From an optimization exercise on the open Yosys and OpenROAD flow, aimed at small area, a short achievable clock period and few clock cycles per item; shortcuts taken in it are not production practice.
In this exercise RTL edits were held to simulation tests only and were not proved equivalent to the original.
Power figures rest on the tool's default switching activity, not on a simulated workload.

== job 2063 ==
## alu
module alu(
    clk,
    reset,
    inA,
    inB,
    opcode,
    result,
    extra_result,
    PStart,
    PDone
    );
    input              clk, reset;
    input      [31:0]  inA, inB;
    input      [2:0]   opcode;
    output     [31:0]  result, extra_result;
    input              PStart;
    output reg         PDone;
    localparam ADD = 3'd0, SUB = 3'd1, OR = 3'd2, AND = 3'd3,
               NOT = 3'd4, MUL = 3'd5, SLL = 3'd6, SRL = 3'd7;
    reg  [3:0]  cnt;         
    reg  [31:0] ar;          
    reg  [4:0]  shr;         
    reg  [2:0]  opr;         
    reg         mulf, subf;
    reg  [5:0]  bctl;        
    reg         neg0;        
    reg  [33:0] acc;         
    reg  [31:0] lo;          
    assign result       = lo;
    assign extra_result = acc[31:0];
    wire c0 = (cnt == 4'd0);
    wire c7 = (cnt == 4'd7);
    wire in_mul   = (opcode == MUL);
    wire in_sub   = (opcode == SUB);
    wire in_not   = (opcode == NOT);
    wire in_logic = (opcode == OR) | (opcode == AND) | in_not;
    always @(posedge clk or posedge reset) begin
        if (reset) begin
            cnt   <= 4'd0;
            PDone <= 1'b0;
        end else begin
  ...
Size in the first run: ~2,300 cells after synthesis, about 120 flip-flops, about 140 I/O pins, roughly 14,000 sq um of cells after synthesis.
==> flow/config.mk <==
export PLATFORM = sky130hd
export DESIGN_NAME = alu
export DESIGN_NICKNAME = alu
export VERILOG_FILES = /design/flow/design.v
export SDC_FILE = /design/flow/constraint.sdc
export NUM_CORES = 4
export LEC_CHECK = 0
export ABC_AREA = 1
export CAP_MARGIN = 20
export CORE_MARGIN = 2
export CORE_UTILIZATION = 40
export PLACE_DENSITY = 0.6
export SLEW_MARGIN = 20
==> flow/constraint.sdc <==
create_clock -name core_clock -period 16.0 [get_ports {clk}]
set_input_delay 3.2000 -clock core_clock [delete_from_list [all_inputs] [get_ports {clk}]]
set_output_delay 3.2000 -clock core_clock [all_outputs]
set_load 0.01 [all_outputs]
standard.sh (not shown) runs the stock make flow with config.mk's settings and CLKGATE_MAP_FILE= SYNTH_SCRIPT=/design/flow/synth_recipe.tcl, a recipe that flattens the netlist after the stock synthesis.
==> flow/flow/run.sh <==
#!/bin/bash
# The standard layout, with two changes to how it is made (the clock period and
# the constraints are unchanged):
# - timing repair is asked to reach a setup slack of SETUP_SLACK_MARGIN ns;
# - the port buffers are buf_2 cells (the default pick is a slow delay buffer).
set -euo pipefail
cd "$(dirname "$0")/.."
bash standard.sh SETUP_SLACK_MARGIN=11.8 \
  "BUFFER_PORTS_ARGS=-buffer_cell sky130_fd_sc_hd__buf_2" finish > standard_flow.log 2>&1
Testbench counts of job 2063, summed over its fixed seeds: cycles 21,722, ops 4,800.
Input changes introduced in job 9527 (baseline for comparison: job 2063):
==> flow/flow/run.sh <==
#!/bin/bash
# The standard layout, with three changes to how it is made (the clock period
# and the constraints are unchanged):
# - timing repair is asked to reach a setup slack of SETUP_SLACK_MARGIN ns;
# - the port buffers are buf_2 cells (the default pick is a slow delay buffer);
# - clock tree synthesis inserts no dummy loads.
set -euo pipefail
cd "$(dirname "$0")/.."
bash standard.sh SETUP_SLACK_MARGIN=11.8 \
  "BUFFER_PORTS_ARGS=-buffer_cell sky130_fd_sc_hd__buf_2" \
  "CTS_ARGS=-sink_clustering_enable -repair_clock_nets -dont_use_dummy_load" \
  finish > standard_flow.log 2>&1
## What came out
Job 9527: done, clean on timing, DRC and antenna. Lower cell area after layout among job 2063 and job 9527: job 9527. Re portion of total power attributed to combinational logic: job 2063 and job 9527 aren't equal, and the lower value belongs to job 2063. Job 9527 ended up with reg2out as its critical path class; job 2063 ended up with in2reg. Job 9527 vs. job 2063: register-to-register slack increased 80 ps; fmax roughly the same; via count now sits lower; utilization went down by 0.18 points. Job 9527 — static leakage 0.038 nW lower, job 2063 as reference.
Inputs modified between job 9527 and job 3077:
- CORE_UTILIZATION now 50, was 40
- PLACE_DENSITY now 0.7, was 0.6
Notes after the runs:
Looking at via count across both flows, job 3077 is the weaker of the two, with job 9527 ahead. Summary: with job 9527 as the reference, final cell area excluding filler cells in job 3077 moved down slightly. Cmp job 3077 and job 9527 / power / higher: job 9527. Max post-route worst setup slack across job 3077 and job 9527: job 9527. Job 3077: post-detailed-placement half-perimeter wirelength lower than job 9527. Of the two values seen for source of the critical timing path, lo[3] was produced by job 9527 and lo[18] by job 3077. Job 3077 ends up with lower area added between synthesis and finish than job 9527 does.

== 11-19 ==
Another version of the RTL of alu (not shown whole).
For scale: about 76 flip-flops, roughly 0.012 sq mm of cells after synthesis.
clock: 16.0 ns
lec_check: 0
abc_area: 1
cap_margin: 20
core_margin: 2
core_utilization: 40
place_density: 0.6
slew_margin: 20
run.sh (not shown) runs the stock make flow with config.mk's settings and CLKGATE_MAP_FILE= SYNTH_SCRIPT=/design/flow/synth_recipe.tcl, a recipe that flattens the netlist after the stock synthesis.
Stock flow here: none of the scripts above is used.
11-19: all stages complete, timing, DRC and antenna checks passed
Testbench counts of 11-19, summed over its fixed seeds: cycles 18,703, ops 4,800.
### 11-19 -> 04-28
==> flow/flow/run.sh (new file) <==
#!/bin/bash
# The standard layout, with timing repair asked to reach a setup slack of
# SETUP_SLACK_MARGIN ns (the clock period and constraints are unchanged).
set -euo pipefail
cd "$(dirname "$0")/.."
bash standard.sh SETUP_SLACK_MARGIN=8 finish > standard_flow.log 2>&1
==> flow/standard.sh (new file) <==
#!/bin/bash
# synth_recipe.tcl (not shown) runs the flow's synth.tcl, then flattens the netlist and writes it again
# the make line also repeats each setting of config.mk as NAME=value (left out here)
make -C /OpenROAD-flow-scripts/flow DESIGN_CONFIG=/design/flow/config.mk WORK_HOME=/design/flow/orfs CLKGATE_MAP_FILE= SYNTH_SCRIPT=/design/flow/synth_recipe.tcl "${@:-finish}"
removed: flow/run.sh
==> comparison <==
Changes observed in 04-28 relative to 11-19: buffer share of cell area rose 1.3 points, met3 global-route usage rose 0.41 points, wire length on met1 rose 450 microns.
Final critical delay including setup and external delays on 04-28 is ahead of 11-19.
Compared with 11-19, in 04-28 largest clock skew in the final design shows an increase of 0.0044 ns; wire length of the first global-routing pass picked up an extra 2.2%.
Higher required time of the worst setup path goes to 04-28 over 11-19.
04-28 against 11-19: arrival time at the worst endpoint now sits lower, post-synthesis instance area neither gained nor lost much, cell area after layout increased 2.5%.

## run 5
Another version of the RTL of alu (not shown whole).
Size in the first run: ~2300 cells after synthesis, roughly 120 flip-flops, roughly 140 I/O pins.
export LEC_CHECK = 0
export ABC_AREA = 1
export CAP_MARGIN = 20
export CORE_MARGIN = 2
export CORE_UTILIZATION = 40
export PLACE_DENSITY = 0.6
export SLEW_MARGIN = 20
create_clock -name core_clock -period 16.0 [get_ports {clk}]
standard.sh (not shown) runs the stock make flow with config.mk's settings and CLKGATE_MAP_FILE= SYNTH_SCRIPT=/design/flow/synth_recipe.tcl, a recipe that flattens the netlist after the stock synthesis.
==> flow/flow/run.sh <==
#!/bin/bash
# The standard layout, with three changes to how it is made (the clock period
# and the constraints are unchanged):
# - timing repair is asked to reach a setup slack of SETUP_SLACK_MARGIN ns;
# - the port buffers are buf_2 cells (the default pick is a slow delay buffer);
# - clock tree synthesis inserts no dummy loads.
set -euo pipefail
cd "$(dirname "$0")/.."
bash standard.sh SETUP_SLACK_MARGIN=11.8 \
  "BUFFER_PORTS_ARGS=-buffer_cell sky130_fd_sc_hd__buf_2" \
  "CTS_ARGS=-sink_clustering_enable -repair_clock_nets -dont_use_dummy_load" \
  finish > standard_flow.log 2>&1
The flow did not stop early for run 5: all stages ran, and the layout cleared the timing, DRC and antenna checks.
Testbench counts of run 5, summed over its fixed seeds: cycles 21,722, ops 4,800.
diff inputs: run 5 => run 1
# run 5
export LEC_CHECK = 0
export ABC_AREA = 1
export CAP_MARGIN = 20
export CORE_MARGIN = 2
export CORE_UTILIZATION = 40
export PLACE_DENSITY = 0.6
export SLEW_MARGIN = 20
create_clock -name core_clock -period 16.0 [get_ports {clk}]
# run 1
export LEC_CHECK = 0
export ABC_AREA = 1
export CAP_MARGIN = 20
export CORE_MARGIN = 2
export CORE_UTILIZATION = 50
export PLACE_DENSITY = 0.7
export SLEW_MARGIN = 20
create_clock -name core_clock -period 16.0 [get_ports {clk}]
Notes after the runs:
Relative to run 5, run 1 improves area of all placed cells without fillers.
Placeable core region (run 1 vs. run 5) decreases by more than 10%
Compared with run 5, run 1 shows a worst slack on hold paths that is 0.026 ns higher.
Compared with run 5, run 1 shows a final period demand of the worst path that is 0.010 ns higher.
Diff run 5 -> run 1 | worst-case vdd ir drop | up by more than a quarter
Comparing run 5 and run 1, the lower routed wire length is on run 1.
Worst max-slew margin expressed relative to the limit in run 1 is 7.2 points above run 5.
When run 1 is set beside run 5, its total power after layout turns out to be about 1.6% smaller.
The fmax on run 1 is in line with that on run 5.

## what the ideal ports hide
Ports are ideal in the flow. The routed layouts listed here were re-timed in OpenROAD.
Step 1 (the two cells are an assumption about what drives the block):
set clk [get_ports {clk}]
set_driving_cell -lib_cell sky130_fd_sc_hd__clkbuf_16 $clk
set_driving_cell -lib_cell sky130_fd_sc_hd__buf_2 [delete_from_list [all_inputs] $clk]
Step 2 moves the port delays by t, midway between the first and last clock arrival at a register: inputs arrive t later, outputs are due t later. That takes back most of the time a late clock gives input paths.
a / b / c = no drivers / after step 1 / after step 2; a / b = the first two.
run | t, ns | slack for setup (ns) | worst register clock-pin slew, ns | worst data-port slew with drivers (ns) | pins driven straight from the clock port
job 2063 | 0.487 | 11.771 / 11.740 / 11.312 | 0.07 / 0.07 | 0.05 | 1
job 9527 | 0.475 | 11.771 / 11.719 / 11.353 | 0.07 / 0.07 | 0.05 | 1
job 3077 | 0.470 | 11.763 / 11.712 / 11.346 | 0.07 / 0.07 | 0.06 | 1
11-19 | 0.409 | 6.504 / 6.526 / 6.117 | 0.08 / 0.08 | 0.06 | 1
04-28 | 0.418 | 8.172 / 8.197 / 7.779 | 0.08 / 0.08 | 0.06 | 1
run 5 | 0.471 | 11.786 / 11.732 / 11.367 | 0.06 / 0.06 | 0.05 | 1
run 1 | 0.476 | 11.776 / 11.722 / 11.335 | 0.07 / 0.07 | 0.07 | 1
After both steps setup and hold are still met in every run listed. For job 2063, which loses most, drivers alone change the setup slack by -0.031 ns; drivers and shift together by -0.459 ns.
